Source: an optimization exercise on an open RTL-to-GDS flow (aim: small area). Production flows keep margins and buffers that such runs may drop.
Only simulation tests tie the RTL to the original design; equivalence was not proved.

==> module top, before the edit <==
module top (input clk, rst, enin, enout,
            input signed [9:0] datain,
            output reg signed [9:0] dataout);
reg [9:0] W [0:63];
reg [7:0] pc;
wire take   = enin & ~pc[6] & ~pc[7];                   
wire rowrun = pc[6] & ~pc[7];                           
wire rowend = rowrun & (pc[2:0] == 3'd0);
wire colrun = pc[7] & (pc[6:3] == 4'd0);                
wire rd     = enout & pc[7] & (pc[6:3] != 4'd0) & ~(pc[6] & (pc[5:3] == 3'b001));   
wire [79:0] ein, eout;
assign ein = rowrun ? {W[7],W[6],W[5],W[4],W[3],W[2],W[1],W[0]}
                    : {W[56],W[48],W[40],W[32],W[24],W[16],W[8],W[0]};
oneD_DCT eng(.x(ein), .y(eout));
wire [9:0] y0=eout[9:0], y1=eout[19:10], y2=eout[29:20], y3=eout[39:30],
           y4=eout[49:40], y5=eout[59:50], y6=eout[69:60], y7=eout[79:70];
wire [9:0] q;
quant qu(.x(W[56]), .idx(pc[5:0]), .q(q));
always @(posedge clk) begin
    if (rst) pc <= 8'd0;
    else if (take | rowrun | colrun | rd) pc <= pc + 8'd1;
end
always @(posedge clk) if (~rst & rd) dataout <= q;
integer i;
wire shift = take | rowrun | colrun | rd;
always @(posedge clk) begin
    if (shift) begin
        for (i = 0; i < 63; i = i + 1) W[i] <= W[i+1];
        W[63] <= (colrun | rowend) ? y0 : (take ? datain : W[0]);
        if (rowend) begin
            W[0] <= y1; W[1] <= y2; W[2] <= y3; W[3] <= y4;
            W[4] <= y5; W[5] <= y6; W[6] <= y7;
        end
        if (colrun) begin
            W[7] <= y1; W[15] <= y2; W[23] <= y3; W[31] <= y4;
            W[39] <= y5; W[47] <= y6; W[55] <= y7;
        end
    end
end
endmodule
Settings: LEC_CHECK=0, CAP_MARGIN=20, CORE_MARGIN=2, CORE_UTILIZATION=65, CTS_BUF_LIST=sky130_fd_sc_hd__clkbuf_16, CTS_CLUSTER_DIAMETER=80, CTS_CLUSTER_SIZE=30, PLACE_DENSITY=0.75, SLEW_MARGIN=20; clock period 20.0 ns.
standard.sh (not shown) runs the stock make flow with config.mk's settings and CLKGATE_MAP_FILE= SYNTH_SCRIPT=/design/flow/synth_recipe.tcl, a recipe that flattens the netlist after the stock synthesis.
==> flow/flow/run.sh <==
#!/bin/bash
# Standard layout, with one netlist pass between synthesis and floorplan: flow/fapol.py
# re-polarises the full adders of the synthesised netlist so that fewer inverters are needed.
# Registers and every other cell are left as synthesis made them.
set -euo pipefail
R=orfs/results/$FLOW_PLATFORM/top/base
bash standard.sh synth > standard_synth.log 2>&1
cp $R/1_2_yosys.v $R/1_2_yosys.std.v
python3 flow/fapol.py $R/1_2_yosys.std.v $R/1_2_yosys.pol.v > fapol.log 2>&1
mv $R/1_2_yosys.pol.v $R/1_2_yosys.v
rm -f $R/1_synth.odb $R/1_synth.sdc
bash standard.sh > standard_finish.log 2>&1
Other scripts of this flow, unchanged in this note and not shown: flow/flow/fapol.py
The baseline finished clean.
Edit:
--- a/flow/design.v
+++ b/flow/design.v
@@ -75,36 +75,43 @@
 module top (input clk, rst, enin, enout,
             input signed [9:0] datain,
             output reg signed [9:0] dataout);
 reg [9:0] W [0:63];
+reg [9:0] IN;           
+reg       iv;           
 reg [7:0] pc;
-wire take   = enin & ~pc[6] & ~pc[7];                   
-wire rowrun = pc[6] & ~pc[7];                           
-wire rowend = rowrun & (pc[2:0] == 3'd0);
-wire colrun = pc[7] & (pc[6:3] == 4'd0);                
-wire rd     = enout & pc[7] & (pc[6:3] != 4'd0) & ~(pc[6] & (pc[5:3] == 3'b001));   
+wire loading = ~pc[6] & ~pc[7];
+wire take    = enin & loading;
+wire rowend  = iv & (pc[2:0] == 3'd0);              
+wire colrun  = ~iv & (pc[7:3] == 5'b01000);         
+wire rd      = enout & ((pc[6] & (pc[5:3] != 3'd0)) | (pc[7] & ~pc[3]));   
 wire [79:0] ein, eout;
-assign ein = rowrun ? {W[7],W[6],W[5],W[4],W[3],W[2],W[1],W[0]}
-                    : {W[56],W[48],W[40],W[32],W[24],W[16],W[8],W[0]};
+assign ein = (loading | iv) ? {IN,W[63],W[62],W[61],W[60],W[59],W[58],W[57]}
+                            : {W[56],W[48],W[40],W[32],W[24],W[16],W[8],W[0]};
 oneD_DCT eng(.x(ein), .y(eout));
 wire [9:0] y0=eout[9:0], y1=eout[19:10], y2=eout[29:20], y3=eout[39:30],
            y4=eout[49:40], y5=eout[59:50], y6=eout[69:60], y7=eout[79:70];
 wire [9:0] q;
 quant qu(.x(W[56]), .idx(pc[5:0]), .q(q));
+always @(posedge clk) IN <= datain;
 always @(posedge clk) begin
-    if (rst) pc <= 8'd0;
-    else if (take | rowrun | colrun | rd) pc <= pc + 8'd1;
+    if (rst) begin
+        iv <= 1'b0; pc <= 8'd0;
+    end else begin
+        iv <= take;
+        if (take | colrun | rd) pc <= pc + 8'd1;
+    end
 end
 always @(posedge clk) if (~rst & rd) dataout <= q;
 integer i;
-wire shift = take | rowrun | colrun | rd;
+wire shift = iv | colrun | rd;
 always @(posedge clk) begin
     if (shift) begin
         for (i = 0; i < 63; i = i + 1) W[i] <= W[i+1];
-        W[63] <= (colrun | rowend) ? y0 : (take ? datain : W[0]);
+        W[63] <= colrun ? y0 : (iv ? IN : W[0]);
         if (rowend) begin
-            W[0] <= y1; W[1] <= y2; W[2] <= y3; W[3] <= y4;
-            W[4] <= y5; W[5] <= y6; W[6] <= y7;
+            W[56] <= y0; W[57] <= y1; W[58] <= y2; W[59] <= y3;
+            W[60] <= y4; W[61] <= y5; W[62] <= y6; W[63] <= y7;
         end
         if (colrun) begin
             W[7] <= y1; W[15] <= y2; W[23] <= y3; W[31] <= y4;
             W[39] <= y5; W[47] <= y6; W[55] <= y7;
=> Worst hold slack loses 21 ps; design area rose slightly; count of clock-buffer cells in the layout decreases by 2; flip-flop and latch count goes up by 11; clock skew stays flat; die area is higher slightly; global-route usage shrinks by 0.22 points; wire length climbs slightly.

[what the ideal ports hide]
In the flow no input, the clock included, has a driving cell. The finished layouts below were timed again as built, in two steps. Step 1 assumes that a clkbuf_16 drives the clock port and a buf_2 every other input. Step 2 also shifts input and output timing later by t, the mid clock arrival at the registers, as if the neighbouring blocks saw the same clock. Three values: no drivers, after step 1, after step 2; two values: the first two.
run | t, ns | slack for setup (ns) | worst data-port slew with drivers (ns) | pins driven straight from the clock port
the first run | 0.665 | 1.225 / 1.225 / 1.225 | 0.04 | 1
the second run | 0.679 | 1.168 / 1.168 / 1.168 | 0.03 | 1
After both steps every run listed still meets setup and hold.
